Context: an optimization exercise on an open-source flow, tuned for small area. The choices shown serve that exercise and are no tape-out recipe.
Only simulation tests tie the RTL to the original design; equivalence was not proved.
No activity file was given, so power comes from the tool's default toggle rates.

File: design/flow/design.v
`timescale 1ns / 1ps
module rgb2YCbCr #(
parameter pix_per_clock = 4,
parameter data_width    = 8
)
(
input wire clk_in,
input wire reset,
input wire [(data_width*pix_per_clock*3)-1:0] rdata,
input wire rlast,
output reg rready,
input wire ruser,
input wire rvalid,
output reg [(data_width*pix_per_clock*3)-1:0] tdata,
output reg tlast,
input wire tready,
output reg tuser,
output reg tvalid
);
reg [95:0] pix_d1, pix_d2;
reg [7:0] g_d3 [0:3];
reg [8:0] u_d3 [0:3];
reg [8:0] v_d3 [0:3];
always @(posedge clk_in) begin
    pix_d1 <= rdata;
    pix_d2 <= pix_d1;
end
genvar i;
generate for (i = 0; i < 4; i = i + 1) begin : px
    wire [7:0] r = pix_d2[24*i+16 +: 8];
    wire [7:0] g = pix_d2[24*i+8  +: 8];
    wire [7:0] b = pix_d2[24*i    +: 8];
    wire [7:0] gn = ~g;
    wire [8:0] u, v;
    wire [7:0] y, cb, cr;
    rgb2ycc_diff_u du (.a(r), .g(g), .gn(gn), .d(u));
    rgb2ycc_diff_v dv (.a(b), .g(g), .gn(gn), .d(v));
    always @(posedge clk_in) begin
        g_d3[i] <= g;
        u_d3[i] <= u;
        v_d3[i] <= v;
    end
    rgb2ycc_sum cs (.g(g_d3[i]), .u(u_d3[i]), .v(v_d3[i]), .y(y), .cb(cb), .cr(cr));
    always @(posedge clk_in)
        tdata[24*i +: 24] <= {cr, cb, y};
end endgenerate
reg rlast_d1, rlast_d2, rlast_d3;
reg ruser_d1, ruser_d2, ruser_d3;
reg rvalid_d1, rvalid_d2, rvalid_d3;
always @(posedge clk_in) begin
    rlast_d1  <= rlast;  rlast_d2  <= rlast_d1;  rlast_d3  <= rlast_d2;  tlast  <= rlast_d3;
    ruser_d1  <= ruser;  ruser_d2  <= ruser_d1;  ruser_d3  <= ruser_d2;  tuser  <= ruser_d3;
    rvalid_d1 <= rvalid; rvalid_d2 <= rvalid_d1; rvalid_d3 <= rvalid_d2; tvalid <= rvalid_d3;
    rready    <= tready;
end
endmodule
module rgb2ycc_fa (input wire a, input wire b, input wire c, output wire s, output wire co);
  assign s  = a ^ b ^ c;
  assign co = (a & b) | (c & (a ^ b));
endmodule
module rgb2ycc_ha (input wire a, input wire b, output wire s, output wire co);
  assign s  = a ^ b;
  assign co = a & b;
endmodule
module rgb2ycc_maj (input wire a, input wire b, input wire c, output wire co);
  assign co = (a & b) | (c & (a | b));
endmodule
module rgb2ycc_xor (input wire a, input wire b, output wire s);
  assign s = a ^ b;
endmodule
module rgb2ycc_xnor (input wire a, input wire b, output wire s);
  assign s = ~(a ^ b);
endmodule
module rgb2ycc_or (input wire a, input wire b, output wire co);
  assign co = a | b;
endmodule
module rgb2ycc_and (input wire a, input wire b, output wire co);
  assign co = a & b;
endmodule
module rgb2ycc_nand (input wire a, input wire b, output wire co);
  assign co = ~(a & b);
endmodule
module rgb2ycc_nor (input wire a, input wire b, output wire co);
  assign co = ~(a | b);
endmodule
module rgb2ycc_diff_u (input wire [7:0] a, input wire [7:0] g, input wire [7:0] gn, output wire [8:0] d);
  wire [7:0] an = ~a;
  wire [8:0] c;
  rgb2ycc_ha   h0 (.a(a[0]), .b(gn[0]), .s(d[0]), .co(c[1]));
  genvar k;
  generate for (k = 1; k < 8; k = k + 1) begin : bit_
    rgb2ycc_fa f (.a(a[k]), .b(gn[k]), .c(c[k]), .s(d[k]), .co(c[k+1]));
  end endgenerate
  assign d[8] = c[8];
endmodule
module rgb2ycc_diff_v (input wire [7:0] a, input wire [7:0] g, input wire [7:0] gn, output wire [8:0] d);
  wire [7:0] an = ~a;
  wire [8:0] c;
  rgb2ycc_ha   h0 (.a(a[0]), .b(gn[0]), .s(d[0]), .co(c[1]));
  genvar k;
  generate for (k = 1; k < 8; k = k + 1) begin : bit_
    rgb2ycc_fa f (.a(a[k]), .b(gn[k]), .c(c[k]), .s(d[k]), .co(c[k+1]));
  end endgenerate
  assign d[8] = c[8];
endmodule
module rgb2ycc_sum (input wire [7:0] g, input wire [8:0] u, input wire [8:0] v,
  output wire [7:0] y, output wire [7:0] cb, output wire [7:0] cr);
  wire [7:0] g_n = ~g;
  wire [8:0] u_n = ~u;
  wire [8:0] v_n = ~v;
  wire n1;
  wire n2;
  wire n3, n4;
  wire n5;
  wire n6;
  wire n7;
  wire n8, n9;
  wire n10, n11;
  wire n12;
  wire n13;
  wire n14;
  wire n15, n16;
  wire n17, n18;
  wire n19, n20;
  wire n21;
  wire n22, n23;
  wire n24, n25;
  wire n26, n27;
  wire n28, n29;
  wire n30;
  wire n31;
  wire n32;
  wire n33, n34;
  wire n35, n36;
  wire n37, n38;
  wire n39, n40;
  wire n41, n42;
  wire n43;
  wire n44;
  wire n45, n46;
  wire n47, n48;
  wire n49, n50;
  wire n51, n52;
  wire n53, n54;
  wire n55, n56;
  wire n57, n58;
  wire n59, n60;
  wire n61, n62;
  wire n63, n64;
  wire n65;
  wire n66;
  wire n67, n68;
  wire n69, n70;
  wire n71, n72;
  wire n73, n74;
  wire n75, n76;
  wire n77, n78;
  wire n79, n80;
  wire n81, n82;
  wire n83, n84;
  wire n85;
  wire n86;
  wire n87, n88;
  wire n89, n90;
  wire n91, n92;
  wire n93, n94;
  wire n95, n96;
  wire n97;
  wire n98;
  wire n99;
  wire n100, n101;
  wire n102;
  wire n103, n104;
  wire n105, n106;
  wire n107;
  wire n108, n109;
  wire n110, n111;
  wire n112;
  wire n113;
  wire n114;
  wire n115, n116;
  wire n117, n118;
  wire n119;
  wire n120, n121;
  wire n122, n123;
  wire n124, n125;
  wire n126, n127;
  wire n128;
  wire n129;
  wire n130, n131;
  wire n132, n133;
  wire n134, n135;
  wire n136, n137;
  wire n138;
  wire n139;
  wire n140, n141;
  wire n142, n143;
  wire n144, n145;
  wire n146, n147;
  wire n148, n149;
  wire n150, n151;
  wire n152, n153;
  wire n154, n155;
  wire n156, n157;
  wire n158, n159;
  wire n160, n161;
  wire n162, n163;
  wire n164, n165;
  wire n166;
  wire n167;
  wire n168, n169;
  wire n170;
  wire n171;
  wire n172;
  wire n173, n174;
  wire n175;
  wire n176, n177;
  wire n178;
  wire n179, n180;
  wire n181;
  wire n182;
  wire n183;
  wire n184, n185;
  wire n186;
  wire n187, n188;
  wire n189, n190;
  wire n191, n192;
  wire n193;
  wire n194;
  wire n195, n196;
  wire n197, n198;
  wire n199, n200;
  wire n201;
  wire n202;
  wire n203, n204;
  wire n205, n206;
  wire n207, n208;
  wire n209, n210;
  wire n211, n212;
  wire n213, n214;
  wire n215, n216;
  wire n217, n218;
  wire n219;
  wire n220;
  wire n221, n222;
  wire n223;
  wire n224;
  wire n225, n226;
  wire n227;
  wire n228;
  rgb2ycc_nand cn1 (.a(g[0]), .b(u[2]), .co(n1));
  rgb2ycc_maj cn2 (.a(g_n[1]), .b(u_n[3]), .c(n1), .co(n2));
  rgb2ycc_fa  cn3 (.a(g_n[2]), .b(u_n[4]), .c(u[0]), .s(n3), .co(n4));
  rgb2ycc_maj cn5 (.a(v[0]), .b(n3), .c(n2), .co(n5));
  rgb2ycc_nand cn6 (.a(g[3]), .b(g[0]), .co(n6));
  rgb2ycc_xnor cn7 (.a(g_n[3]), .b(g_n[0]), .s(n7));
  rgb2ycc_fa  cn8 (.a(u_n[5]), .b(u[1]), .c(u[0]), .s(n8), .co(n9));
  rgb2ycc_fa  cn10 (.a(v[1]), .b(n7), .c(n4), .s(n10), .co(n11));
  rgb2ycc_maj cn12 (.a(n8), .b(n10), .c(n5), .co(n12));
  rgb2ycc_nand cn13 (.a(g[4]), .b(g[1]), .co(n13));
  rgb2ycc_xnor cn14 (.a(g_n[4]), .b(g_n[1]), .s(n14));
  rgb2ycc_fa  cn15 (.a(u_n[6]), .b(u[2]), .c(u[1]), .s(n15), .co(n16));
  rgb2ycc_fa  cn17 (.a(v[2]), .b(n14), .c(n6), .s(n17), .co(n18));
  rgb2ycc_fa  cn19 (.a(n9), .b(n15), .c(n17), .s(n19), .co(n20));
  rgb2ycc_maj cn21 (.a(n11), .b(n19), .c(n12), .co(n21));
  rgb2ycc_fa  cn22 (.a(g_n[5]), .b(g_n[2]), .c(u_n[7]), .s(n22), .co(n23));
  rgb2ycc_fa  cn24 (.a(u[3]), .b(u[2]), .c(v[3]), .s(n24), .co(n25));
  rgb2ycc_fa  cn26 (.a(n13), .b(n16), .c(n22), .s(n26), .co(n27));
  rgb2ycc_fa  cn28 (.a(n24), .b(n18), .c(n26), .s(n28), .co(n29));
  rgb2ycc_maj cn30 (.a(n20), .b(n28), .c(n21), .co(n30));
  rgb2ycc_nand cn31 (.a(g[6]), .b(g[3]), .co(n31));
  rgb2ycc_xnor cn32 (.a(g_n[6]), .b(g_n[3]), .s(n32));
  rgb2ycc_fa  cn33 (.a(g[0]), .b(u_n[8]), .c(u[4]), .s(n33), .co(n34));
  rgb2ycc_fa  cn35 (.a(u[3]), .b(v[4]), .c(n32), .s(n35), .co(n36));
  rgb2ycc_fa  cn37 (.a(n23), .b(n25), .c(n33), .s(n37), .co(n38));
  rgb2ycc_fa  cn39 (.a(n35), .b(n27), .c(n37), .s(n39), .co(n40));
  rgb2ycc_fa  cn41 (.a(n29), .b(n39), .c(n30), .s(n41), .co(n42));
  rgb2ycc_nand cn43 (.a(g[7]), .b(g[4]), .co(n43));
  rgb2ycc_xnor cn44 (.a(g_n[7]), .b(g_n[4]), .s(n44));
  rgb2ycc_fa  cn45 (.a(g[1]), .b(u[5]), .c(u[4]), .s(n45), .co(n46));
  rgb2ycc_fa  cn47 (.a(v[5]), .b(n44), .c(n31), .s(n47), .co(n48));
  rgb2ycc_fa  cn49 (.a(n34), .b(n45), .c(n36), .s(n49), .co(n50));
  rgb2ycc_fa  cn51 (.a(n47), .b(n38), .c(n49), .s(n51), .co(n52));
  rgb2ycc_fa  cn53 (.a(n40), .b(n51), .c(n42), .s(n53), .co(n54));
  rgb2ycc_fa  cn55 (.a(g_n[5]), .b(g[2]), .c(u[6]), .s(n55), .co(n56));
  rgb2ycc_fa  cn57 (.a(u[5]), .b(v[6]), .c(n43), .s(n57), .co(n58));
  rgb2ycc_fa  cn59 (.a(n46), .b(n55), .c(n48), .s(n59), .co(n60));
  rgb2ycc_fa  cn61 (.a(n57), .b(n50), .c(n59), .s(n61), .co(n62));
  rgb2ycc_fa  cn63 (.a(n52), .b(n61), .c(n54), .s(n63), .co(n64));
  rgb2ycc_nand cn65 (.a(g[6]), .b(g_n[3]), .co(n65));
  rgb2ycc_xnor cn66 (.a(g_n[6]), .b(g[3]), .s(n66));
  rgb2ycc_fa  cn67 (.a(u[7]), .b(u[6]), .c(v[7]), .s(n67), .co(n68));
  rgb2ycc_fa  cn69 (.a(n66), .b(n56), .c(n67), .s(n69), .co(n70));
  rgb2ycc_fa  cn71 (.a(n58), .b(n69), .c(n60), .s(n71), .co(n72));
  rgb2ycc_fa  cn73 (.a(n62), .b(n71), .c(n64), .s(n73), .co(n74));
  rgb2ycc_fa  cn75 (.a(g_n[7]), .b(g[4]), .c(u[8]), .s(n75), .co(n76));
  rgb2ycc_fa  cn77 (.a(u[7]), .b(v[8]), .c(n65), .s(n77), .co(n78));
  rgb2ycc_fa  cn79 (.a(n68), .b(n75), .c(n77), .s(n79), .co(n80));
  rgb2ycc_fa  cn81 (.a(n70), .b(n79), .c(n72), .s(n81), .co(n82));
  rgb2ycc_ha  cn83 (.a(n81), .b(n74), .s(n83), .co(n84));
  rgb2ycc_nand cn85 (.a(g_n[5]), .b(u_n[8]), .co(n85));
  rgb2ycc_xnor cn86 (.a(g[5]), .b(u[8]), .s(n86));
  rgb2ycc_fa  cn87 (.a(n86), .b(n76), .c(n78), .s(n87), .co(n88));
  rgb2ycc_fa  cn89 (.a(n80), .b(n87), .c(n82), .s(n89), .co(n90));
  rgb2ycc_ha  cn91 (.a(n89), .b(n84), .s(n91), .co(n92));
  rgb2ycc_fa  cn93 (.a(g[6]), .b(n85), .c(n88), .s(n93), .co(n94));
  rgb2ycc_fa  cn95 (.a(n93), .b(n90), .c(n92), .s(n95), .co(n96));
  rgb2ycc_xnor cn97 (.a(g[7]), .b(n94), .s(n97));
  rgb2ycc_xor cn98 (.a(n97), .b(n96), .s(n98));
  rgb2ycc_nand cn99 (.a(u[2]), .b(u_n[0]), .co(n99));
  rgb2ycc_fa  cn100 (.a(u_n[3]), .b(u[1]), .c(v_n[0]), .s(n100), .co(n101));
  rgb2ycc_and cn102 (.a(n99), .b(n100), .co(n102));
  rgb2ycc_fa  cn103 (.a(u_n[4]), .b(u[2]), .c(u_n[0]), .s(n103), .co(n104));
  rgb2ycc_fa  cn105 (.a(v_n[1]), .b(n101), .c(n103), .s(n105), .co(n106));
  rgb2ycc_and cn107 (.a(n102), .b(n105), .co(n107));
  rgb2ycc_fa  cn108 (.a(u_n[5]), .b(u[3]), .c(u_n[1]), .s(n108), .co(n109));
  rgb2ycc_fa  cn110 (.a(v_n[2]), .b(n104), .c(n108), .s(n110), .co(n111));
  rgb2ycc_maj cn112 (.a(n106), .b(n110), .c(n107), .co(n112));
  rgb2ycc_nand cn113 (.a(u[6]), .b(u_n[4]), .co(n113));
  rgb2ycc_xnor cn114 (.a(u_n[6]), .b(u[4]), .s(n114));
  rgb2ycc_fa  cn115 (.a(u_n[2]), .b(v_n[3]), .c(v[0]), .s(n115), .co(n116));
  rgb2ycc_fa  cn117 (.a(n114), .b(n109), .c(n115), .s(n117), .co(n118));
  rgb2ycc_maj cn119 (.a(n111), .b(n117), .c(n112), .co(n119));
  rgb2ycc_fa  cn120 (.a(u_n[7]), .b(u[5]), .c(u_n[3]), .s(n120), .co(n121));
  rgb2ycc_fa  cn122 (.a(v_n[4]), .b(v[1]), .c(n113), .s(n122), .co(n123));
  rgb2ycc_fa  cn124 (.a(n116), .b(n120), .c(n122), .s(n124), .co(n125));
  rgb2ycc_fa  cn126 (.a(n118), .b(n124), .c(n119), .s(n126), .co(n127));
  rgb2ycc_nand cn128 (.a(u[8]), .b(u_n[6]), .co(n128));
  rgb2ycc_xnor cn129 (.a(u_n[8]), .b(u[6]), .s(n129));
  rgb2ycc_fa  cn130 (.a(u_n[4]), .b(v_n[5]), .c(v[2]), .s(n130), .co(n131));
  rgb2ycc_fa  cn132 (.a(n129), .b(n121), .c(n130), .s(n132), .co(n133));
  rgb2ycc_fa  cn134 (.a(n123), .b(n132), .c(n125), .s(n134), .co(n135));
  rgb2ycc_ha  cn136 (.a(n134), .b(n127), .s(n136), .co(n137));
  rgb2ycc_nand cn138 (.a(u_n[7]), .b(u[5]), .co(n138));
  rgb2ycc_xnor cn139 (.a(u[7]), .b(u_n[5]), .s(n139));
  rgb2ycc_fa  cn140 (.a(v_n[6]), .b(v[3]), .c(n139), .s(n140), .co(n141));
  rgb2ycc_fa  cn142 (.a(n128), .b(n131), .c(n140), .s(n142), .co(n143));
  rgb2ycc_fa  cn144 (.a(n133), .b(n142), .c(n135), .s(n144), .co(n145));
  rgb2ycc_ha  cn146 (.a(n144), .b(n137), .s(n146), .co(n147));
  rgb2ycc_fa  cn148 (.a(u[8]), .b(u_n[6]), .c(v_n[7]), .s(n148), .co(n149));
  rgb2ycc_fa  cn150 (.a(v[4]), .b(n138), .c(n148), .s(n150), .co(n151));
  rgb2ycc_fa  cn152 (.a(n141), .b(n150), .c(n143), .s(n152), .co(n153));
  rgb2ycc_fa  cn154 (.a(n152), .b(n145), .c(n147), .s(n154), .co(n155));
  rgb2ycc_fa  cn156 (.a(u_n[7]), .b(v_n[8]), .c(v[5]), .s(n156), .co(n157));
  rgb2ycc_fa  cn158 (.a(n149), .b(n156), .c(n151), .s(n158), .co(n159));
  rgb2ycc_fa  cn160 (.a(n158), .b(n153), .c(n155), .s(n160), .co(n161));
  rgb2ycc_fa  cn162 (.a(u_n[8]), .b(v[6]), .c(n157), .s(n162), .co(n163));
  rgb2ycc_fa  cn164 (.a(n162), .b(n159), .c(n161), .s(n164), .co(n165));
  rgb2ycc_or  cn166 (.a(v[7]), .b(n163), .co(n166));
  rgb2ycc_xnor cn167 (.a(v[7]), .b(n163), .s(n167));
  rgb2ycc_ha  cn168 (.a(n167), .b(n165), .s(n168), .co(n169));
  rgb2ycc_xnor cn170 (.a(v[8]), .b(n166), .s(n170));
  rgb2ycc_xor cn171 (.a(n170), .b(n169), .s(n171));
  rgb2ycc_nor cn172 (.a(v[2]), .b(v[0]), .co(n172));
  rgb2ycc_fa  cn173 (.a(u_n[0]), .b(v_n[3]), .c(v_n[1]), .s(n173), .co(n174));
  rgb2ycc_and cn175 (.a(n172), .b(n173), .co(n175));
  rgb2ycc_fa  cn176 (.a(u_n[1]), .b(v_n[4]), .c(v_n[2]), .s(n176), .co(n177));
  rgb2ycc_maj cn178 (.a(n174), .b(n176), .c(n175), .co(n178));
  rgb2ycc_fa  cn179 (.a(u_n[2]), .b(v_n[5]), .c(v_n[3]), .s(n179), .co(n180));
  rgb2ycc_maj cn181 (.a(n177), .b(n179), .c(n178), .co(n181));
  rgb2ycc_nand cn182 (.a(u[3]), .b(u_n[0]), .co(n182));
  rgb2ycc_xnor cn183 (.a(u_n[3]), .b(u[0]), .s(n183));
  rgb2ycc_fa  cn184 (.a(v_n[6]), .b(v_n[4]), .c(n183), .s(n184), .co(n185));
  rgb2ycc_maj cn186 (.a(n180), .b(n184), .c(n181), .co(n186));
  rgb2ycc_fa  cn187 (.a(u_n[4]), .b(u[1]), .c(v_n[7]), .s(n187), .co(n188));
  rgb2ycc_fa  cn189 (.a(v_n[5]), .b(n182), .c(n187), .s(n189), .co(n190));
  rgb2ycc_fa  cn191 (.a(n185), .b(n189), .c(n186), .s(n191), .co(n192));
  rgb2ycc_nand cn193 (.a(u[5]), .b(u_n[2]), .co(n193));
  rgb2ycc_xnor cn194 (.a(u_n[5]), .b(u[2]), .s(n194));
  rgb2ycc_fa  cn195 (.a(v_n[8]), .b(v_n[6]), .c(n194), .s(n195), .co(n196));
  rgb2ycc_fa  cn197 (.a(n188), .b(n195), .c(n190), .s(n197), .co(n198));
  rgb2ycc_ha  cn199 (.a(n197), .b(n192), .s(n199), .co(n200));
  rgb2ycc_nand cn201 (.a(u[6]), .b(u_n[3]), .co(n201));
  rgb2ycc_xnor cn202 (.a(u_n[6]), .b(u[3]), .s(n202));
  rgb2ycc_fa  cn203 (.a(v_n[7]), .b(n202), .c(n193), .s(n203), .co(n204));
  rgb2ycc_fa  cn205 (.a(n196), .b(n203), .c(n198), .s(n205), .co(n206));
  rgb2ycc_ha  cn207 (.a(n205), .b(n200), .s(n207), .co(n208));
  rgb2ycc_fa  cn209 (.a(u_n[7]), .b(u[4]), .c(v_n[8]), .s(n209), .co(n210));
  rgb2ycc_fa  cn211 (.a(n201), .b(n209), .c(n204), .s(n211), .co(n212));
  rgb2ycc_fa  cn213 (.a(n211), .b(n206), .c(n208), .s(n213), .co(n214));
  rgb2ycc_fa  cn215 (.a(u_n[8]), .b(u[5]), .c(n210), .s(n215), .co(n216));
  rgb2ycc_fa  cn217 (.a(n215), .b(n212), .c(n214), .s(n217), .co(n218));
  rgb2ycc_or  cn219 (.a(u[6]), .b(n216), .co(n219));
  rgb2ycc_xnor cn220 (.a(u[6]), .b(n216), .s(n220));
  rgb2ycc_ha  cn221 (.a(n220), .b(n218), .s(n221), .co(n222));
  rgb2ycc_or  cn223 (.a(u[7]), .b(n219), .co(n223));
  rgb2ycc_xnor cn224 (.a(u[7]), .b(n219), .s(n224));
  rgb2ycc_ha  cn225 (.a(n224), .b(n222), .s(n225), .co(n226));
  rgb2ycc_xnor cn227 (.a(u[8]), .b(n223), .s(n227));
  rgb2ycc_xor cn228 (.a(n227), .b(n226), .s(n228));
  assign y[0] = n41;
  assign y[1] = n53;
  assign y[2] = n63;
  assign y[3] = n73;
  assign y[4] = n83;
  assign y[5] = n91;
  assign y[6] = n95;
  assign y[7] = n98;
  assign cb[0] = n126;
  assign cb[1] = n136;
  assign cb[2] = n146;
  assign cb[3] = n154;
  assign cb[4] = n160;
  assign cb[5] = n164;
  assign cb[6] = n168;
  assign cb[7] = n171;
  assign cr[0] = n191;
  assign cr[1] = n199;
  assign cr[2] = n207;
  assign cr[3] = n213;
  assign cr[4] = n217;
  assign cr[5] = n221;
  assign cr[6] = n225;
  assign cr[7] = n228;
endmodule
File: design/flow/flow/run.sh
#!/bin/bash
# Standard layout (the standard.sh, unchanged synthesis and floorplan) with two
# knobs passed through the environment:
#  - ports are buffered with the smallest buffer (buf_1) instead of the default choice;
#  - clock tree synthesis uses clkbuf_8 on clusters of up to 20 sinks and adds no dummy loads.
set -euo pipefail
cd "$(dirname "$0")/.."
export BUFFER_PORTS_ARGS="-buffer_cell sky130_fd_sc_hd__buf_1"
export CTS_ARGS="-sink_clustering_enable -repair_clock_nets -dont_use_dummy_load -sink_clustering_size 20 -sink_clustering_max_diameter 60 -buf_list sky130_fd_sc_hd__clkbuf_8"
bash standard.sh > standard.log 2>&1
File: design/flow/standard.sh
#!/bin/bash
# synth_recipe.tcl (not shown) runs the flow's synth.tcl, then flattens the netlist and writes it again
# the make line also repeats each setting of config.mk as NAME=value (left out here)
make -C /OpenROAD-flow-scripts/flow DESIGN_CONFIG=/design/flow/config.mk WORK_HOME=/design/flow/orfs CLKGATE_MAP_FILE= SYNTH_SCRIPT=/design/flow/synth_recipe.tcl "${@:-finish}"
File: design/flow/config.mk
export PLATFORM = sky130hd
export DESIGN_NAME = rgb2YCbCr
export DESIGN_NICKNAME = rgb2YCbCr
export VERILOG_FILES = /design/flow/design.v
export SDC_FILE = /design/flow/constraint.sdc
export NUM_CORES = 4
export LEC_CHECK = 0
export CAP_MARGIN = 20
export CORE_MARGIN = 2
export CORE_UTILIZATION = 75
export SLEW_MARGIN = 20
export SYNTH_HIERARCHICAL = 1
export SYNTH_MINIMUM_KEEP_SIZE = 0
File: design/flow/constraint.sdc
create_clock -name core_clock -period 5.0 [get_ports {clk_in}]
set_input_delay 1.0000 -clock core_clock [delete_from_list [all_inputs] [get_ports {clk_in}]]
set_output_delay 1.0000 -clock core_clock [all_outputs]
set_load 0.01 [all_outputs]
==> impl_metrics.env, run 1 <==
export IMPL_dp_hpwl_um=26200
export IMPL_relSlewSlack=0.772
export IMPL_synthCells=1269
export IMPL_start_util=0.759
export IMPL_drive_gt1_frac=0.0929
export IMPL_synth_area_um2=19000
export IMPL_portBuffers=200
export IMPL_powerDensity_nw_per_um2=629
export IMPL_wl_per_cell_um=17.8
export IMPL_final_cell_mix="dfxtp_1, fa_1, buf_1, inv_1, xnor2_1"
export IMPL_via_per_inst=5.04
export IMPL_pwr_share_clk=0.108
export IMPL_rsz0062_at_grt="no"
export IMPL_die_area_um2=26600
export IMPL_post_route_drc_count=0
export IMPL_antenna_found_initial=1
export IMPL_ant_nets=0
export IMPL_grt_pass1_vias=10700
export IMPL_slew_violations=0
export IMPL_cts_resized=0
export IMPL_grt_usage=0.257
export IMPL_nNetsFinal=1963
export IMPL_finalHoldViolCount=0
export IMPL_cts_max_level=1
export IMPL_leakage_nw=8.38
export IMPL_route_vias_total=8933
export IMPL_cts_made_buffers=26
export IMPL_cts_sinks=405
export IMPL_syn_nets=1787
export IMPL_final_cell_area_um2=20100
export IMPL_critPathCaptureType="register"
export IMPL_place_area_um2=19700
export IMPL_fin_ws_ns=0.157
export IMPL_tightest_slew_ns=0.342
export IMPL_cp_required_ns=5.44
export IMPL_final_setup_tns_ns=0
export IMPL_critical_path_class="reg2reg"
export IMPL_final_common_cell="dfxtp_1"
export IMPL_p_int_mw=7.86
export IMPL_setup_viol=0
export IMPL_cp_max_fo=2
export IMPL_place_congestion=0.873
export IMPL_die_h_um=163
export IMPL_area_growth_pct=6.13
export IMPL_path_cells="inv_1, fa_1, fa_1, maj3_2, maj3_2, maj3_2, fa_1, fa_2, fa_1, fa_1, ha_1, ha_1, fa_1, xor2_1"
export IMPL_total_power_mw=12.7
export IMPL_p_comb_frac=0.547
export IMPL_status="timing/DRC/antenna clean"
export IMPL_finClkSkew_ns=0.0361
export IMPL_startpoint_type="register"
export IMPL_pre_cts_slack_ns=0.0177
export IMPL_drt_total_wl_um=31600
export IMPL_fmax_mhz=206
export IMPL_drtPass1Iterations=4
export IMPL_grt_overflow=0
export IMPL_layoutNonFillerInstCount=1774
export IMPL_cap_viol_max_count=0
export IMPL_hp_class="reg2reg"
export IMPL_rows=58
export IMPL_cts_tree="built"
export IMPL_cpMostUsedCell="fa_1"
export IMPL_yosysSeqAreaShare=0.428
export IMPL_slowest_stage="fa_1"
export IMPL_boundaryPins=202
export IMPL_die_w_um=163
export IMPL_clk_pin_slew_ns=0.11
export IMPL_arrival_ns=5.29
export IMPL_min_period_ns=4.84
export IMPL_switching_share=0.379
export IMPL_seq_power_share=0.346
export IMPL_timing_final_crit_share=0.969
export IMPL_synth_avg_cell_area_um2=14.9
export IMPL_cts_buffer_depth=3
export IMPL_vdd_ir_drop_max_v=0.000421
export IMPL_drt_initial_drc_count=381
export IMPL_fp_coreArea_um2=25000
export IMPL_slowest_delay_ns=0.44
export IMPL_synth_yosys_warnings=13
export IMPL_clock_root_buffer="clkbuf_8"
export IMPL_place_inst=1747
export IMPL_cts_setup_buffers=0
export IMPL_cts_hold_fix_buffers=0
export IMPL_ys_types=12
export IMPL_grt_max_degree=21
export IMPL_grt_pass1_wl_um=51500
export IMPL_clock_latency_ns=0.59
export IMPL_p_sw_mw=4.80
export IMPL_ys_ff_latch=405
## cells in the mapped netlist, drive strengths merged
cell     n  area share
inv    136       0.027
fa     372        0.39
maj3    40       0.024
or2     12      0.0040
buf    104       0.041
nor2     4     0.00079
and2    12      0.0040
ha      44       0.029
xnor2   72       0.033
xor2    12      0.0055
dfxtp  405        0.43
nand2   56       0.011
## cell families after synthesis
group / after synthesis / synth area share
buffers and inverters: 240 / 0.0681
XOR/XNOR: 84 / 0.0388
flip-flops: 405 / 0.428
AND/OR/NAND/NOR: 84 / 0.0198
adder cells (fa/ha/maj): 456 / 0.446
## layout make-up
cell class | instances | area (um2)
inverters | 136 | 510
repair buffers | 252 | 1140
multi-input cells | 624 | 9580
clock buffers | 26 | 358
fillers | 1438 | 4840
well taps | 330 | 413
flip-flops and latches | 405 | 8110
diodes | 1 | 2.50
## metrics by stage
stage / hold slack [ns] / util
floorplan: 0.310 / -
global placement: 0.310 / 0.790
detailed placement: 0.312 / 0.790
CTS: 0.295 / 0.805
global route: 0.300 / 0.806
finish: 0.288 / 0.806
## modules after synthesis, one instance, submodules excluded, a selection
| module | flops+latches | cell area (um2) | cells inside |
|---|---|---|---|
| rgb2ycc_and | 0 | 6.26 | 1 |
| rgb2ycc_maj | 0 | 11.3 | 1 |
| rgb2ycc_ha | 0 | 12.5 | 1 |
| rgb2ycc_sum | 0 | 278 | 50 |
| rgb2ycc_xnor | 0 | 8.76 | 1 |
| rgb2ycc_xor | 0 | 8.76 | 1 |
## critical path: cells and delay by family (launching register included)
kind / cells / cell delay [ns]
buffers and inverters: 1 / 0.09
xor gates and xnor gates: 1 / 0.17
DFF: 1 / 0.36
adders and majority gates: 12 / 4.07
## power by group through the flow
| stage | clock network, mW | registers [mW] | logic (mW) |
|---|---|---|---|
| global route | 1.52 | 4.44 | 8.06 |
| CTS | 1.42 | 4.39 | 7.06 |
| global placement | 0 | 4.44 | 6.73 |
| floorplan | 0 | 4.69 | 7.95 |
| finish | 1.37 | 4.38 | 6.92 |
| detailed placement | 0 | 4.47 | 7.01 |
## routing by layer
layer / wire [um] / track usage / vias up
met5: 0 / 0 / -
met3: 1210 / 0.0341 / 72
li1: - / - / 4008
met4: 1270 / 0.0986 / 0
met2: 17700 / 0.482 / 232
met1: 11400 / 0.300 / 4621
## flip-flops by register name, indices dropped and copies added (netlist names), 32 cells and up
register / cells
pix_d1: 96
pix_d2: 96
tdata: 96
u_d3: 36
v_d3: 36
g_d3: 32
## final timing paths
check                           cells after the start       start  slack (ns)         end
worst min-delay path                                0  pix_d1[53]        0.29  pix_d2[53]
worst max-delay path                               14  g_d3[0][2]        0.16    tdata[7]
worst max register to register                     14  g_d3[0][2]        0.16    tdata[7]
worst min register to register                      0  pix_d1[53]        0.29  pix_d2[53]
==> run 2, diff against run 1 <==
==> design/flow/flow/run.sh (replaced) <==
#!/bin/bash
# Standard layout (the standard.sh, unchanged synthesis and floorplan) with two
# knobs passed through the environment:
#  - ports are buffered with the smallest buffer (buf_1) instead of the default choice;
#  - clock tree synthesis uses clkbuf_4 on clusters of up to 10 sinks and adds no dummy loads.
set -euo pipefail
cd "$(dirname "$0")/.."
export BUFFER_PORTS_ARGS="-buffer_cell sky130_fd_sc_hd__buf_1"
export CTS_ARGS="-sink_clustering_enable -repair_clock_nets -dont_use_dummy_load -sink_clustering_size 10 -sink_clustering_max_diameter 40 -buf_list sky130_fd_sc_hd__clkbuf_4"
bash standard.sh > standard.log 2>&1
--- a/design/flow/config.mk
+++ b/design/flow/config.mk
@@ -7,7 +7,7 @@
 export LEC_CHECK = 0
 export CAP_MARGIN = 20
 export CORE_MARGIN = 2
-export CORE_UTILIZATION = 75
+export CORE_UTILIZATION = 85
 export SLEW_MARGIN = 20
 export SYNTH_HIERARCHICAL = 1
 export SYNTH_MINIMUM_KEEP_SIZE = 0
==> impl_metrics.env, run 2 <==
export IMPL_status="complete, but fails checks"
export IMPL_failed_checks="setup timing"
export IMPL_drt_initial_drc_count=996
export IMPL_cp_required_ns=5.58
export IMPL_grt_max_degree=13
export IMPL_synth_flop_cell="dfxtp_1"
export IMPL_clock_root_buffer="clkbuf_4"
export IMPL_hp_class="reg2reg"
export IMPL_synth_avg_cell_area_um2=14.9
export IMPL_arrival_ns=5.77
export IMPL_syn_nets=1787
export IMPL_post_route_drc_count=0
export IMPL_ys_ff_latch=405
export IMPL_total_power_mw=14.4
export IMPL_portBuffers=200
export IMPL_grt_pass1_wl_um=72200
export IMPL_wl_per_cell_um=28.9
export IMPL_route_vias_total=10900
export IMPL_yosysSeqAreaShare=0.428
export IMPL_drive_gt1_frac=0.139
export IMPL_ff2ff_setup_slack_ns=-0.19
export IMPL_synth_most_common_cell="dfxtp_1"
export IMPL_cp_max_fo=3
export IMPL_synth_top_family_by_area="adder cells"
export IMPL_fin_ws_ns=-0.189
export IMPL_boundaryPins=202
export IMPL_drt_total_wl_um=50500
export IMPL_synthCells=1269
export IMPL_vdd_ir_drop_max_v=0.000498
export IMPL_synth_fa_ha_area_frac=0.446
export IMPL_synth_simple_area_share=0.0198
export IMPL_setup_viol=3
export IMPL_cts_tree="built"
export IMPL_powerDensity_nw_per_um2=712
export IMPL_yosysTopAreaCell="dfxtp_1"
export IMPL_cts_max_level=2
export IMPL_cts_made_buffers=49
export IMPL_startpoint_type="register"
export IMPL_synthTopCellsByCount="dfxtp_1, fa_1, inv_1"
export IMPL_die_w_um=153
export IMPL_clk_pin_slew_ns=0.10
export IMPL_reg_top3="pix_d1 (96), pix_d2 (96), tdata (96)"
export IMPL_cts_buffer_depth=3
export IMPL_drtPass1Iterations=5
export IMPL_nNetsFinal=1984
export IMPL_relSlewSlack=0.656
export IMPL_final_cell_mix="dfxtp_1, fa_1, buf_1, inv_1, xnor2_1"
export IMPL_ant_nets=0
export IMPL_slew_violations=0
export IMPL_via_per_inst=6.23
export IMPL_die_h_um=153
export IMPL_synth_yosys_warnings=13
export IMPL_postLayoutCoreUtil=0.922
export IMPL_critPathCaptureType="register"
export IMPL_synth_area_leaders="dfxtp_1, fa_1, buf_4"
export IMPL_place_congestion=0.881
export IMPL_cts_sinks=405
export IMPL_finalHoldViolCount=0
export IMPL_yosysTopAreaCellShare=0.428
export IMPL_grt_pass1_vias=12800
export IMPL_fp_coreArea_um2=21900
export IMPL_cap_viol_max_count=0
export IMPL_timing_final_crit_share=1.04
export IMPL_fmax_mhz=193
export IMPL_leakage_nw=8.43
export IMPL_synth_edff_count=0
export IMPL_grt_usage=0.422
export IMPL_grt_overflow=0
export IMPL_final_common_cell="dfxtp_1"
export IMPL_muxShareOfSynthArea=0
export IMPL_dp_hpwl_um=30200
export IMPL_async_reset_ff_frac=0
export IMPL_synth_compound_area_frac=0
export IMPL_synth_xor_area_frac=0.0388
export IMPL_antenna_found_initial=3
export IMPL_finClkSkew_ns=0.0686
export IMPL_area_growth_pct=6.47
export IMPL_min_period_ns=5.19
export IMPL_die_area_um2=23500
export IMPL_start_util=0.866
export IMPL_tightest_slew_ns=0.515
export IMPL_ys_types=12
export IMPL_critical_path_class="reg2reg"
export IMPL_synth_area_um2=19000
export IMPL_rows=54
export IMPL_clock_latency_ns=0.70
==> run 2: changes by cell type in the layout (fill, tap and decap cells not counted), moves of 7 or more <==
cell / before / now
fa_2: 6 / 22
dfxtp_1: 400 / 382
clkbuf_4: 0 / 49
fa_1: 366 / 350
dfxtp_2: 5 / 22
xnor2_1: 71 / 64
clkbuf_8: 26 / 0
xnor2_2: 1 / 8
==> run 2: layout make-up <==
class	count	area (um2)
Fill cell	656	1710
Clock buffer	49	368
Timing Repair Buffer	250	1130
Multi-Input combinational cell	624	9680
Antenna cell	4	10.0
Sequential cell	405	8140
Inverter	136	513
Tap cell	280	350
==> run 2: Yosys stat by module, one instance, submodules excluded <==
module | times used | cells
rgb2ycc_ha | 44 | 1
rgb2ycc_xor | 12 | 1
rgb2ycc_maj | 40 | 1
rgb2ycc_diff_v | 4 | 1
rgb2ycc_xnor | 72 | 1
rgb2ycc_nor | 4 | 1
rgb2ycc_sum | 4 | 50
rgb2YCbCr | 1 | 437
rgb2ycc_nand | 56 | 1
rgb2ycc_and | 12 | 1
rgb2ycc_fa | 372 | 1
rgb2ycc_or | 12 | 1
rgb2ycc_diff_u | 4 | 1
==> run 2: path summary, 6_finish.rpt <==
kind                            startpoint          to  cells after the start
worst min register to register  pix_d1[60]  pix_d2[60]                      0
worst max-delay path            g_d3[2][1]   tdata[55]                     14
worst min-delay path            pix_d1[60]  pix_d2[60]                      0
worst max register to register  g_d3[2][1]   tdata[55]                     14
==> run 2: cells by family after synthesis <==
logic type / after synthesis
flip-flops: 405
XOR/XNOR: 84
buffers and inverters: 240
adder cells (fa/ha/maj): 456
AND/OR/NAND/NOR: 84
==> run 2: what timing repair did <==
action                     4_1_cts  5_1_grt
pin swaps                        2        8
setup endpoints to repair        6        9
gates resized for setup         27       35
setup buffers                    0        2
hold buffers                     0        0
==> run 2: critical path: stages, from the launching register on <==
cell	delay [ns]
dfxtp_2	0.39
inv_1	0.13
xnor2_2	0.34
fa_1	0.52
fa_1	0.50
maj3_2	0.33
maj3_2	0.32
fa_1	0.39
fa_1	0.41
fa_1	0.40
fa_2	0.36
ha_1	0.22
ha_1	0.22
fa_2	0.36
xor2_1	0.17
==> run 2: metrics by stage <==
stage | TNS (ns) | instance area [um2] | setup WS (ns) | instances | hold slack, ns
final | -0.332 | 20200 | -0.189 | 1748 | 0.311
after global routing | -0.423 | 20200 | -0.207 | 1748 | 0.302
after CTS | 0 | 20100 | 0.00283 | 1742 | 0.292
after detailed placement | -0.0470 | 19600 | -0.0377 | 1693 | 0.312
after global placement | 0 | 19600 | 0.111 | 1693 | 0.310
after floorplan | 0 | 19000 | 0.0117 | 1269 | 0.310
==> run 2: power breakdown <==
part	switching (mW)	internal (mW)	total, mW
registers	0.355	4.08	4.44
clock network	1.03	0.451	1.48
logic	4.64	3.82	8.46
total	6.02	8.35	14.4
==> run 2: routing by layer <==
metal | share of wire | GRT usage | vias to the layer above | wire [um]
li1 | - | - | 4070 | -
met1 | 0.29 | 0.445 | 5431 | 14400
met2 | 0.52 | 0.742 | 975 | 26000
met3 | 0.085 | 0.0907 | 414 | 4300
met4 | 0.11 | 0.320 | 0 | 5720
met5 | 0 | 0 | - | 0
==> run 3, diff against run 2 <==
--- a/design/flow/config.mk
+++ b/design/flow/config.mk
@@ -7,7 +7,8 @@
 export LEC_CHECK = 0
 export CAP_MARGIN = 20
 export CORE_MARGIN = 2
-export CORE_UTILIZATION = 85
+export CORE_UTILIZATION = 75
+export GPL_ROUTABILITY_DRIVEN = 0
 export SLEW_MARGIN = 20
 export SYNTH_HIERARCHICAL = 1
 export SYNTH_MINIMUM_KEEP_SIZE = 0
==> impl_metrics.env, run 3 <==
export IMPL_ys_types=12
export IMPL_grt_usage=0.255
export IMPL_r2r_cells=14
export IMPL_rsz0062_at_grt="no"
export IMPL_final_cell_area_um2=20100
export IMPL_status="timing/DRC/antenna clean"
export IMPL_routed_wl_met2_um=17300
export IMPL_cp_max_fo=2
export IMPL_final_common_cell="dfxtp_1"
export IMPL_cts_sinks=405
export IMPL_clk_pin_slew_ns=0.09
export IMPL_clock_root_buffer="clkbuf_4"
export IMPL_pre_cts_slack_ns=0.0177
export IMPL_min_period_ns=4.83
export IMPL_final_setup_tns_ns=0
export IMPL_leakage_nw=8.42
export IMPL_wl_met3_um=1260
export IMPL_synth_area_um2=19000
export IMPL_setup_viol=0
export IMPL_fp_coreArea_um2=25000
export IMPL_grt_overflow=0
export IMPL_reg2reg_to="tdata[31]"
export IMPL_cts_tree="built"
export IMPL_rows=58
export IMPL_vdd_ir_drop_max_v=0.000419
export IMPL_relSlewSlack=0.768
export IMPL_cp_required_ns=5.56
export IMPL_clock_latency_ns=0.69
export IMPL_drt_initial_drc_count=358
export IMPL_dp_hpwl_um=26200
export IMPL_cap_viol_max_count=0
export IMPL_die_w_um=163
export IMPL_seq_power_share=0.345
export IMPL_grt_max_degree=14
export IMPL_synth_yosys_warnings=13
export IMPL_critPathCaptureType="register"
export IMPL_die_h_um=163
export IMPL_total_power_mw=12.7
export IMPL_wl_met1_um=11400
export IMPL_whs_path_depth=0
export IMPL_startpoint="g_d3[1][2]"
export IMPL_slew_violations=0
export IMPL_hp_class="reg2reg"
export IMPL_cp_endpoint="tdata[31]"
export IMPL_synth_area_leaders="dfxtp_1, fa_1, buf_4"
export IMPL_via_per_inst=5.02
export IMPL_ys_ff_latch=405
export IMPL_area_growth_pct=6.22
export IMPL_reg2reg_from="g_d3[1][2]"
export IMPL_synth_edff_count=0
export IMPL_startpoint_type="register"
export IMPL_tightest_slew_ns=0.347
export IMPL_synthTopCellsByCount="dfxtp_1, fa_1, inv_1"
export IMPL_switching_share=0.381
export IMPL_route_vias_total=9029
export IMPL_p_comb_frac=0.547
export IMPL_cts_max_level=2
export IMPL_antenna_found_initial=2
export IMPL_fmax_mhz=207
export IMPL_drive_gt1_frac=0.108
export IMPL_grt_pass1_wl_um=51100
export IMPL_wl_per_cell_um=17.3
export IMPL_syn_nets=1787
export IMPL_ff2ff_setup_slack_ns=0.17
export IMPL_drtPass1Iterations=4
export IMPL_cts_buffer_depth=3
export IMPL_portBuffers=200
export IMPL_yosysSeqAreaShare=0.428
export IMPL_drt_total_wl_um=31100
export IMPL_cts_resized=0
export IMPL_post_route_drc_count=0
export IMPL_synth_flop_cell="dfxtp_1"
export IMPL_finalHoldViolCount=0
export IMPL_place_area_um2=19700
export IMPL_yosysTopAreaCell="dfxtp_1"
export IMPL_p_sw_mw=4.83
export IMPL_nNetsFinal=1986
export IMPL_synthCells=1269
export IMPL_arrival_ns=5.38
export IMPL_synth_avg_cell_area_um2=14.9
export IMPL_finClkSkew_ns=0.0403
export IMPL_grt_pass1_vias=10800
export IMPL_cts_setup_buffers=0
export IMPL_pwr_share_clk=0.108
export IMPL_die_area_um2=26600
export IMPL_powerDensity_nw_per_um2=630
export IMPL_boundaryPins=202
export IMPL_yosysTopAreaCellShare=0.428
export IMPL_p_int_mw=7.86
export IMPL_highest_layer="met4"
export IMPL_synth_most_common_cell="dfxtp_1"
export IMPL_fin_ws_ns=0.174
export IMPL_critical_path_class="reg2reg"
export IMPL_timing_final_crit_share=0.965
export IMPL_final_cell_mix="dfxtp_1, fa_1, buf_1, inv_1, xnor2_1"
export IMPL_postLayoutCoreUtil=0.807
export IMPL_reg_top3="pix_d1 (96), pix_d2 (96), tdata (96)"
export IMPL_async_reset_ff_frac=0
export IMPL_cts_made_buffers=49
export IMPL_ant_nets=0
export IMPL_start_util=0.759
export IMPL_cts_hold_fix_buffers=0
## run 3: worst min path at each step
stage,startpoint,end,slack (ns)
after global placement,rvalid_d3,tvalid,0.31
after floorplan,pix_d1[0],pix_d2[0],0.31
after detailed placement,pix_d1[33],pix_d2[33],0.31
after global routing,rlast_d2,rlast_d3,0.29
after CTS,rlast_d2,rlast_d3,0.29
final,rlast_d2,rlast_d3,0.29
## run 3: kinds of logic after synthesis
| kind of cell | after synthesis | share of synthesized area |
|---|---|---|
| xor gates and xnor gates | 84 | 0.0388 |
| adders and majority gates | 456 | 0.446 |
| buffers and inverters | 240 | 0.0681 |
| DFF | 405 | 0.428 |
| and+or+nand+nor | 84 | 0.0198 |
## run 3: area by class of cell
cell class / instances / area, um2
antenna: 2 / 5.00
clock buffer: 49 / 368
fill: 1447 / 4830
inverter: 136 / 510
multi-input combinational: 624 / 9580
sequential: 405 / 8120
tap: 330 / 413
timing repair buffer: 252 / 1140
## run 3: per-layer routing
metal,vias to the layer above,GRT usage
li1,4076,-
met1,4643,0.296
met2,232,0.474
met3,78,0.0410
met4,0,0.105
met5,-,0
## run 3: power groups by stage
stage / clock network [mW] / registers, mW / logic, mW
5_1_grt: 1.56 / 4.44 / 8.06
2_1_floorplan: 0 / 4.69 / 7.95
3_3_place_gp: 0 / 4.44 / 6.73
3_5_place_dp: 0 / 4.47 / 7.01
4_1_cts: 1.43 / 4.39 / 7.06
6_report: 1.37 / 4.37 / 6.95
## run 3: per-module statistics from Yosys (local to each module, per instance), excerpt
module	area [um2]	flops+latches
rgb2YCbCr	8230	405
rgb2ycc_fa	20.0	0
rgb2ycc_ha	12.5	0
rgb2ycc_maj	11.3	0
rgb2ycc_xor	8.76	0
rgb2ycc_diff_u	7.51	0
rgb2ycc_or	6.26	0
rgb2ycc_and	6.26	0
rgb2ycc_nor	3.75	0
## run 3: through the flow
stage,hold slack [ns],cells
final,0.290,1798
after global routing,0.293,1798
after CTS,0.288,1796
after detailed placement,0.312,1747
after global placement,0.310,1747
after floorplan,0.310,1269
## run 3: worst max-delay path, cell delays in order (launching register included)
cell	delay (ns)
dfxtp_2	0.36
inv_1	0.09
fa_1	0.45
fa_1	0.45
maj3_2	0.32
maj3_2	0.31
maj3_2	0.32
fa_2	0.35
fa_1	0.41
fa_2	0.35
fa_1	0.37
ha_1	0.19
ha_1	0.19
fa_1	0.38
xor2_1	0.17
==> run 4, diff against run 3 <==
--- a/design/flow/flow/run.sh
+++ b/design/flow/flow/run.sh
@@ -6,5 +6,6 @@
 set -euo pipefail
 cd "$(dirname "$0")/.."
 export BUFFER_PORTS_ARGS="-buffer_cell sky130_fd_sc_hd__buf_1"
+export GLOBAL_PLACEMENT_ARGS="-timing_driven_repair_tns_end_percent 0"
 export CTS_ARGS="-sink_clustering_enable -repair_clock_nets -dont_use_dummy_load -sink_clustering_size 10 -sink_clustering_max_diameter 40 -buf_list sky130_fd_sc_hd__clkbuf_4"
 bash standard.sh > standard.log 2>&1
--- a/design/flow/config.mk
+++ b/design/flow/config.mk
@@ -8,7 +8,6 @@
 export CAP_MARGIN = 20
 export CORE_MARGIN = 2
 export CORE_UTILIZATION = 75
-export GPL_ROUTABILITY_DRIVEN = 0
 export SLEW_MARGIN = 20
 export SYNTH_HIERARCHICAL = 1
 export SYNTH_MINIMUM_KEEP_SIZE = 0
==> impl_metrics.env, run 4 <==
export IMPL_die_h_um=163
export IMPL_synth_flop_cell="dfxtp_1"
export IMPL_p_sw_mw=4.83
export IMPL_fin_ws_ns=0.174
export IMPL_p_comb_frac=0.547
export IMPL_yosysTopAreaCellShare=0.428
export IMPL_clock_root_buffer="clkbuf_4"
export IMPL_drt_initial_drc_count=358
export IMPL_ff2ff_setup_slack_ns=0.17
export IMPL_synth_edff_count=0
export IMPL_switching_share=0.381
export IMPL_slowest_stage="fa_1"
export IMPL_synth_avg_cell_area_um2=14.9
export IMPL_cap_viol_max_count=0
export IMPL_path_cells="inv_1, fa_1, fa_1, maj3_2, maj3_2, maj3_2, fa_2, fa_1, fa_2, fa_1, ha_1, ha_1, fa_1, xor2_1"
export IMPL_synth_area_leaders="dfxtp_1, fa_1, buf_4"
export IMPL_grt_overflow=0
export IMPL_status="timing/DRC/antenna clean"
export IMPL_dp_hpwl_um=26200
export IMPL_async_reset_ff_frac=0
export IMPL_wl_per_cell_um=17.3
export IMPL_yosysSeqAreaShare=0.428
export IMPL_critical_path_class="reg2reg"
export IMPL_reg_top3="pix_d1 (96), pix_d2 (96), tdata (96)"
export IMPL_drive_gt1_frac=0.108
export IMPL_ant_nets=0
export IMPL_final_cell_mix="dfxtp_1, fa_1, buf_1, inv_1, xnor2_1"
export IMPL_grt_max_degree=14
export IMPL_reg2reg_to="tdata[31]"
export IMPL_cts_tree="built"
export IMPL_startpoint_type="register"
export IMPL_cts_setup_buffers=0
export IMPL_place_congestion=0.873
export IMPL_pre_cts_slack_ns=0.0177
export IMPL_final_common_cell="dfxtp_1"
export IMPL_finalHoldViolCount=0
export IMPL_final_setup_tns_ns=0
export IMPL_yosysTopAreaCell="dfxtp_1"
export IMPL_hp_class="reg2reg"
export IMPL_grt_usage=0.255
export IMPL_timing_final_crit_share=0.965
export IMPL_tightest_slew_ns=0.347
export IMPL_p_int_mw=7.86
export IMPL_cts_sinks=405
export IMPL_syn_nets=1787
export IMPL_slowest_delay_ns=0.45
export IMPL_fp_coreArea_um2=25000
export IMPL_synthTopCellsByCount="dfxtp_1, fa_1, inv_1"
export IMPL_vdd_ir_drop_max_v=0.000419
export IMPL_slew_violations=0
export IMPL_drt_total_wl_um=31100
export IMPL_clk_pin_slew_ns=0.09
export IMPL_via_per_inst=5.02
export IMPL_critPathCaptureType="register"
export IMPL_ys_ff_latch=405
export IMPL_fmax_mhz=207
export IMPL_post_route_drc_count=0
export IMPL_die_w_um=163
export IMPL_grt_pass1_wl_um=51100
export IMPL_antenna_found_initial=2
export IMPL_portBuffers=200
export IMPL_route_vias_total=9029
export IMPL_seq_power_share=0.345
export IMPL_ys_types=12
export IMPL_reg2reg_from="g_d3[1][2]"
export IMPL_die_area_um2=26600
export IMPL_finClkSkew_ns=0.0403
export IMPL_boundaryPins=202
export IMPL_synth_yosys_warnings=13
export IMPL_synthCells=1269
export IMPL_area_growth_pct=6.22
export IMPL_pwr_share_clk=0.108
export IMPL_rows=58
export IMPL_min_period_ns=4.83
export IMPL_fillers=1447
export IMPL_r2r_cells=14
export IMPL_relSlewSlack=0.768
export IMPL_setup_viol=0
export IMPL_drtPass1Iterations=4
export IMPL_arrival_ns=5.38
export IMPL_start_util=0.759
export IMPL_cts_max_level=2
export IMPL_cp_max_fo=2
export IMPL_cts_buffer_depth=3
export IMPL_cts_made_buffers=49
export IMPL_powerDensity_nw_per_um2=630
export IMPL_rsz0062_at_grt="no"
export IMPL_cpMostUsedCell="fa_1"
export IMPL_min_from="rlast_d2"
export IMPL_nNetsFinal=1986
export IMPL_leakage_nw=8.42
export IMPL_whs_ns=0.290
export IMPL_grt_pass1_vias=10800
export IMPL_cp_required_ns=5.56
export IMPL_clock_latency_ns=0.69
export IMPL_whs_path_depth=0
export IMPL_synth_most_common_cell="dfxtp_1"
export IMPL_min_to="rlast_d3"
export IMPL_synth_area_um2=19000
## run 4: cells by family (layout without fill, tap and decap cells)
family                     count (synthesis)  count (layout)  share of synthesized area
xor gates and xnor gates                  84              84                     0.0388
adders and majority gates                456             456                      0.446
buffers and inverters                    240             437                     0.0681
DFF                                      405             405                      0.428
other                                      0               2                          0
and+or+nand+nor                           84              84                     0.0198
## run 4: cell type report
type,instances,area (um2),share of cell area
antenna,2,5.00,0.000249
clock buffer,49,368,0.0183
inverter,136,510,0.0254
multi-input combinational,624,9580,0.476
sequential,405,8120,0.403
tap,330,413,0.0205
timing repair buffer,252,1140,0.0567
## run 4: critical path, delay by kind of cell, from the launching register on
kind | cells | cell delay (ns)
flip-flops | 1 | 0.36
buffers and inverters | 1 | 0.09
XOR/XNOR | 1 | 0.17
adder cells (fa/ha/maj) | 12 | 4.09
## run 4: worst max-delay path by stage
stage                           from   endpoint  slack, ns  depth (start not counted)
final                     g_d3[1][2]  tdata[31]       0.17                         14
after global routing      g_d3[2][2]  tdata[55]       0.04                         14
after CTS                 g_d3[1][2]  tdata[31]       0.02                         14
after detailed placement  g_d3[2][2]  tdata[55]       0.02                         14
after global placement    g_d3[3][2]  tdata[79]       0.11                         14
after floorplan           u_d3[1][6]  tdata[31]       0.01                         14
## run 4: modules after synthesis (local to each module, per instance)
module	flip-flops and latches	area, um2	copies in the design
rgb2YCbCr	405	8230	1
rgb2ycc_sum	0	278	4
rgb2ycc_fa	0	20.0	372
rgb2ycc_ha	0	12.5	44
rgb2ycc_maj	0	11.3	40
rgb2ycc_xnor	0	8.76	72
rgb2ycc_xor	0	8.76	12
rgb2ycc_diff_u	0	7.51	4
rgb2ycc_diff_v	0	7.51	4
rgb2ycc_and	0	6.26	12
rgb2ycc_or	0	6.26	12
rgb2ycc_nand	0	3.75	56
rgb2ycc_nor	0	3.75	4
## run 4: timing repair
| action | in CTS | in global routing |
|---|---|---|
| hold buffers | 0 | 0 |
| endpoints found under the setup margin | 0 | 4 |
| gates resized for setup | 0 | 14 |
## run 4: routing by layer
metal / share of wire / GRT usage / vias to the layer above
met1: 0.37 / 0.296 / 4643
li1: - / - / 4076
met5: 0 / 0 / -
met4: 0.036 / 0.105 / 0
met2: 0.56 / 0.474 / 232
met3: 0.040 / 0.0410 / 78
## run 4: power groups by stage
stage               Sequential (mW)  Combinational (mW)  Clock, mW
global route                   4.44                8.06       1.56
detailed placement             4.47                7.01          0
finish                         4.37                6.95       1.37
floorplan                      4.69                7.95          0
global placement               4.44                6.73          0
CTS                            4.39                7.06       1.43
## run 4: stage by stage
stage               power (mW)  instance area [um2]  utilization  std cells
floorplan                 12.6                19000            -       1269
global placement          11.2                19700        0.790       1747
detailed placement        11.5                19700        0.790       1747
CTS                       12.9                20100        0.805       1796
global route              14.1                20100        0.807       1798
finish                    12.7                20100        0.807       1798
==> run 5, diff against run 4 <==
--- a/design/flow/flow/run.sh
+++ b/design/flow/flow/run.sh
@@ -6,6 +6,6 @@
 set -euo pipefail
 cd "$(dirname "$0")/.."
 export BUFFER_PORTS_ARGS="-buffer_cell sky130_fd_sc_hd__buf_1"
-export GLOBAL_PLACEMENT_ARGS="-timing_driven_repair_tns_end_percent 0"
+export GPL_KEEP_OVERFLOW=0.3
 export CTS_ARGS="-sink_clustering_enable -repair_clock_nets -dont_use_dummy_load -sink_clustering_size 10 -sink_clustering_max_diameter 40 -buf_list sky130_fd_sc_hd__clkbuf_4"
 bash standard.sh > standard.log 2>&1
==> impl_metrics.env, run 5 <==
export IMPL_finClkSkew_ns=0.0561
export IMPL_multi_input_area_um2=9590
export IMPL_synth_edff_count=0
export IMPL_die_h_um=163
export IMPL_clk_pin_slew_ns=0.10
export IMPL_clock_latency_ns=0.66
export IMPL_via_per_inst=4.97
export IMPL_synthCells=1269
export IMPL_final_seq_area_um2=8120
export IMPL_finalHoldViolCount=0
export IMPL_boundaryPins=202
export IMPL_grt_max_degree=14
export IMPL_reg2reg_to="tdata[31]"
export IMPL_leakage_nw=8.47
export IMPL_layoutNonFillerInstCount=1809
export IMPL_seq_power_share=0.344
export IMPL_clock_root_buffer="clkbuf_4"
export IMPL_hp_class="reg2reg"
export IMPL_async_reset_ff_frac=0
export IMPL_synth_xor_area_frac=0.0388
export IMPL_vdd_ir_drop_max_v=0.000472
export IMPL_grt_overflow=0
export IMPL_slew_violations=0
export IMPL_ant_nets=0
export IMPL_startpoint="g_d3[1][2]"
export IMPL_min_from="pix_d1[60]"
export IMPL_cts_buffer_depth=3
export IMPL_critical_path_class="reg2reg"
export IMPL_final_cell_mix="dfxtp_1, fa_1, buf_1, inv_1, xnor2_1"
export IMPL_final_common_cell="dfxtp_1"
export IMPL_die_area_um2=26600
export IMPL_p_comb_frac=0.547
export IMPL_area_growth_pct=6.65
export IMPL_synth_flop_cell="dfxtp_1"
export IMPL_p_int_mw=7.87
export IMPL_switching_share=0.380
export IMPL_synth_simple_area_share=0.0198
export IMPL_setup_viol=0
export IMPL_die_w_um=163
export IMPL_tightest_slew_ns=0.381
export IMPL_synth_top_family_by_area="adder cells"
export IMPL_critPathCaptureType="register"
export IMPL_nNetsFinal=1995
export IMPL_ys_types=12
export IMPL_synth_compound_area_frac=0
export IMPL_relSlewSlack=0.746
export IMPL_r2r_cells=14
export IMPL_fp_coreArea_um2=25000
export IMPL_post_route_drc_count=0
export IMPL_start_util=0.759
export IMPL_portBuffers=200
export IMPL_route_vias_total=8998
export IMPL_syn_nets=1787
export IMPL_yosysSeqAreaShare=0.428
export IMPL_synth_most_common_cell="dfxtp_1"
export IMPL_arrival_ns=5.42
export IMPL_startpoint_type="register"
export IMPL_synth_avg_cell_area_um2=14.9
export IMPL_whs_path_depth=0
export IMPL_grt_pass1_wl_um=51300
export IMPL_cts_setup_buffers=0
export IMPL_ys_ff_latch=405
export IMPL_p_sw_mw=4.83
export IMPL_cts_sinks=405
export IMPL_drt_initial_drc_count=356
export IMPL_grt_usage=0.255
export IMPL_cts_made_buffers=51
export IMPL_drtPass1Iterations=4
export IMPL_min_to="pix_d2[60]"
export IMPL_fmax_mhz=206
export IMPL_synthTopCellsByCount="dfxtp_1, fa_1, inv_1"
export IMPL_cts_tree="built"
export IMPL_synth_fa_ha_area_frac=0.446
export IMPL_yosysTopAreaCell="dfxtp_1"
export IMPL_reg_top3="pix_d1 (96), pix_d2 (96), tdata (96)"
export IMPL_grt_pass1_vias=10500
export IMPL_min_period_ns=4.86
export IMPL_reg2reg_from="g_d3[1][2]"
export IMPL_rows=58
export IMPL_place_inst=1754
export IMPL_drive_gt1_frac=0.116
export IMPL_fillers=1441
export IMPL_wl_per_cell_um=17.2
export IMPL_pwr_share_clk=0.109
export IMPL_synth_area_um2=19000
export IMPL_cp_required_ns=5.56
export IMPL_cts_max_level=2
export IMPL_powerDensity_nw_per_um2=628
export IMPL_cp_max_fo=2
export IMPL_ff2ff_setup_slack_ns=0.14
export IMPL_muxShareOfSynthArea=0
export IMPL_status="timing/DRC/antenna clean"
export IMPL_yosysTopAreaCellShare=0.428
export IMPL_rsz0062_at_grt="no"
export IMPL_drt_total_wl_um=31100
export IMPL_dp_hpwl_um=26300
export IMPL_cts_hold_fix_buffers=0
export IMPL_cap_viol_max_count=0
export IMPL_timing_final_crit_share=0.972
export IMPL_final_setup_tns_ns=0
export IMPL_synth_area_leaders="dfxtp_1, fa_1, buf_4"
export IMPL_antenna_found_initial=4
export IMPL_place_congestion=0.858
export IMPL_synth_yosys_warnings=13
export IMPL_cts_resized=0
==> run 5: how the worst max path moves through the flow <==
stage / end / slack (ns) / cells after the start
finish: tdata[31] / 0.14 / 14
global route: tdata[79] / 0.01 / 14
CTS: tdata[79] / 0.02 / 14
detailed placement: tdata[55] / 0.04 / 14
global placement: tdata[55] / 0.12 / 14
floorplan: tdata[31] / 0.01 / 14
==> run 5: stage by stage <==
stage	hold slack, ns	power [mW]	instance area, um2	utilization	setup slack [ns]
floorplan	0.310	12.6	19000	-	0.0117
global placement	0.309	11.2	19800	0.793	0.117
detailed placement	0.312	11.5	19800	0.793	0.0419
CTS	0.283	12.9	20200	0.808	0.0186
global route	0.283	14.1	20200	0.810	0.00952
finish	0.284	12.7	20200	0.810	0.139
==> run 5: per-layer routing <==
layer	share of wire	up-vias	GRT usage	wire, um
met4	0.040	0	0.105	1250
met2	0.55	232	0.463	17000
met5	0	-	0	0
li1	-	4103	-	-
met3	0.035	85	0.0351	1100
met1	0.38	4578	0.307	11700
==> run 5: power groups by stage <==
| stage | combinational (mW) | sequential [mW] | clock, mW |
|---|---|---|---|
| 4_1_cts | 7.11 | 4.37 | 1.45 |
| 6_report | 6.95 | 4.36 | 1.39 |
| 3_5_place_dp | 7.08 | 4.45 | 0 |
| 3_3_place_gp | 6.78 | 4.43 | 0 |
| 5_1_grt | 8.12 | 4.44 | 1.58 |
| 2_1_floorplan | 7.95 | 4.69 | 0 |
==> run 5: modules after synthesis, one instance, submodules excluded, excerpt <==
module | cell area [um2] | flops+latches | times used | cells inside
rgb2YCbCr | 8230 | 405 | 1 | 437
rgb2ycc_and | 6.26 | 0 | 12 | 1
rgb2ycc_diff_u | 7.51 | 0 | 4 | 1
rgb2ycc_diff_v | 7.51 | 0 | 4 | 1
rgb2ycc_fa | 20.0 | 0 | 372 | 1
rgb2ycc_ha | 12.5 | 0 | 44 | 1
rgb2ycc_nand | 3.75 | 0 | 56 | 1
rgb2ycc_or | 6.26 | 0 | 12 | 1
rgb2ycc_xnor | 8.76 | 0 | 72 | 1
rgb2ycc_xor | 8.76 | 0 | 12 | 1
==> run 5: cell families (layout without fill, tap and decap cells) <==
| family | Yosys count | in the layout |
|---|---|---|
| XOR/XNOR | 84 | 84 |
| adder cells (fa/ha/maj) | 456 | 456 |
| buffers and inverters | 240 | 446 |
| flip-flops | 405 | 405 |
| other | 0 | 4 |
| AND/OR/NAND/NOR | 84 | 84 |
==> run 5: cell type report <==
type | instances | share of cell area
tap | 330 | 0.0204
sequential | 405 | 0.401
antenna | 4 | 0.000495
clock buffer | 51 | 0.0189
timing repair buffer | 259 | 0.0590
multi-input combinational | 624 | 0.474
inverter | 136 | 0.0252
==> run 5: critical path: stages (launching register included) <==
cell	delay, ns
dfxtp_2	0.36
inv_1	0.09
fa_1	0.45
fa_1	0.44
maj3_2	0.32
maj3_2	0.31
maj3_2	0.32
fa_1	0.39
fa_1	0.40
fa_2	0.35
fa_1	0.37
ha_1	0.19
ha_1	0.21
fa_1	0.38
xor2_1	0.16
==> run 6, diff against run 5 <==
--- a/design/flow/flow/run.sh
+++ b/design/flow/flow/run.sh
@@ -6,6 +6,5 @@
 set -euo pipefail
 cd "$(dirname "$0")/.."
 export BUFFER_PORTS_ARGS="-buffer_cell sky130_fd_sc_hd__buf_1"
-export GPL_KEEP_OVERFLOW=0.3
 export CTS_ARGS="-sink_clustering_enable -repair_clock_nets -dont_use_dummy_load -sink_clustering_size 10 -sink_clustering_max_diameter 40 -buf_list sky130_fd_sc_hd__clkbuf_4"
 bash standard.sh > standard.log 2>&1
==> impl_metrics.env, run 6 <==
export IMPL_timing_final_crit_share=0.965
export IMPL_rows=58
export IMPL_area_growth_pct=6.22
export IMPL_slowest_delay_ns=0.45
export IMPL_cts_made_buffers=49
export IMPL_ys_types=12
export IMPL_cts_sinks=405
export IMPL_synthTopCellsByCount="dfxtp_1, fa_1, inv_1"
export IMPL_clock_root_buffer="clkbuf_4"
export IMPL_synthCells=1269
export IMPL_clk_pin_slew_ns=0.09
export IMPL_tightest_slew_ns=0.347
export IMPL_total_power_mw=12.7
export IMPL_yosysTopAreaCellShare=0.428
export IMPL_die_h_um=163
export IMPL_async_reset_ff_frac=0
export IMPL_grt_max_degree=14
export IMPL_reg_top3="pix_d1 (96), pix_d2 (96), tdata (96)"
export IMPL_synth_edff_count=0
export IMPL_place_inst=1747
export IMPL_wl_per_cell_um=17.3
export IMPL_yosysTopAreaCell="dfxtp_1"
export IMPL_route_vias_total=9029
export IMPL_slowest_stage="fa_1"
export IMPL_grt_usage=0.255
export IMPL_ant_nets=0
export IMPL_cts_buffer_depth=3
export IMPL_path_cells="inv_1, fa_1, fa_1, maj3_2, maj3_2, maj3_2, fa_2, fa_1, fa_2, fa_1, ha_1, ha_1, fa_1, xor2_1"
export IMPL_drtPass1Iterations=4
export IMPL_start_util=0.759
export IMPL_place_area_um2=19700
export IMPL_min_from="rlast_d2"
export IMPL_final_cell_mix="dfxtp_1, fa_1, buf_1, inv_1, xnor2_1"
export IMPL_leakage_nw=8.42
export IMPL_boundaryPins=202
export IMPL_synth_avg_cell_area_um2=14.9
export IMPL_synth_most_common_cell="dfxtp_1"
export IMPL_fmax_mhz=207
export IMPL_reg2reg_from="g_d3[1][2]"
export IMPL_powerDensity_nw_per_um2=630
export IMPL_finalHoldViolCount=0
export IMPL_ys_ff_latch=405
export IMPL_cp_required_ns=5.56
export IMPL_final_common_cell="dfxtp_1"
export IMPL_hp_class="reg2reg"
export IMPL_post_route_drc_count=0
export IMPL_setup_viol=0
export IMPL_slew_violations=0
export IMPL_place_congestion=0.873
export IMPL_synth_flop_cell="dfxtp_1"
export IMPL_die_w_um=163
export IMPL_min_period_ns=4.83
export IMPL_cts_tree="built"
export IMPL_portBuffers=200
export IMPL_arrival_ns=5.38
export IMPL_dp_hpwl_um=26200
export IMPL_startpoint="g_d3[1][2]"
export IMPL_final_cell_area_um2=20100
export IMPL_via_per_inst=5.02
export IMPL_status="timing/DRC/antenna clean"
export IMPL_rsz0062_at_grt="no"
export IMPL_clock_latency_ns=0.69
export IMPL_grt_pass1_vias=10800
export IMPL_crit_family="adder cells"
export IMPL_critical_path_class="reg2reg"
export IMPL_antenna_found_initial=2
export IMPL_syn_nets=1787
export IMPL_fp_coreArea_um2=25000
export IMPL_vdd_ir_drop_max_v=0.000419
export IMPL_drt_initial_drc_count=358
export IMPL_startpoint_type="register"
-- run 6: cell counts after synthesis --
Identical to the previous run, type by type.
-- run 6: logic make-up (layout without fill, tap and decap cells) --
logic type / Yosys count / after routing / share of synthesized area
adder cells (fa/ha/maj): 456 / 456 / 0.446
buffers and inverters: 240 / 437 / 0.0681
AND/OR/NAND/NOR: 84 / 84 / 0.0198
other: 0 / 2 / 0
XOR/XNOR: 84 / 84 / 0.0388
flip-flops: 405 / 405 / 0.428
-- run 6: path summary, 6_finish.rpt --
kind | endpoint | depth (start not counted) | slack, ns
setup / recovery | tdata[31] | 14 | 0.17
hold reg to reg | rlast_d3 | 0 | 0.29
hold / removal | rlast_d3 | 0 | 0.29
setup reg to reg | tdata[31] | 14 | 0.17
-- run 6: layout make-up --
cell class                      instances  area (um2)
Sequential cell                       405        8120
Multi-Input combinational cell        624        9580
Inverter                              136         510
Tap cell                              330         413
Fill cell                            1447        4830
Clock buffer                           49         368
Antenna cell                            2        5.00
Timing Repair Buffer                  252        1140
-- run 6: power breakdown --
group	internal, mW	switching, mW
Sequential	4.08	0.297
Clock	0.450	0.920
Combinational	3.33	3.61
-- run 6: repair_timing --
item / 4_1_cts / 5_1_grt
hold buffers: 0 / 0
resized for setup: 0 / 14
setup buffers: 0 / 0
setup endpoints to repair: 0 / 4
-- run 6: metrics by stage --
step	utilization	setup slack, ns	hold slack [ns]
after global routing	0.807	0.0368	0.293
after global placement	0.790	0.105	0.310
after CTS	0.805	0.0178	0.288
after floorplan	-	0.0117	0.310
final	0.807	0.174	0.290
after detailed placement	0.790	0.0177	0.312
-- run 6: layer usage --
layer | up-vias | global-route usage | part of all wire
li1 | 4076 | - | -
met1 | 4643 | 0.296 | 0.37
met2 | 232 | 0.474 | 0.56
met3 | 78 | 0.0410 | 0.040
met4 | 0 | 0.105 | 0.036
met5 | - | 0 | 0
-- run 6: Yosys stat by module, one instance, submodules excluded, excerpt --
module | area, um2 | flops+latches
rgb2ycc_diff_v | 7.51 | 0
rgb2ycc_diff_u | 7.51 | 0
rgb2ycc_ha | 12.5 | 0
rgb2ycc_and | 6.26 | 0
rgb2ycc_nor | 3.75 | 0
rgb2ycc_maj | 11.3 | 0
rgb2ycc_or | 6.26 | 0
rgb2YCbCr | 8230 | 405
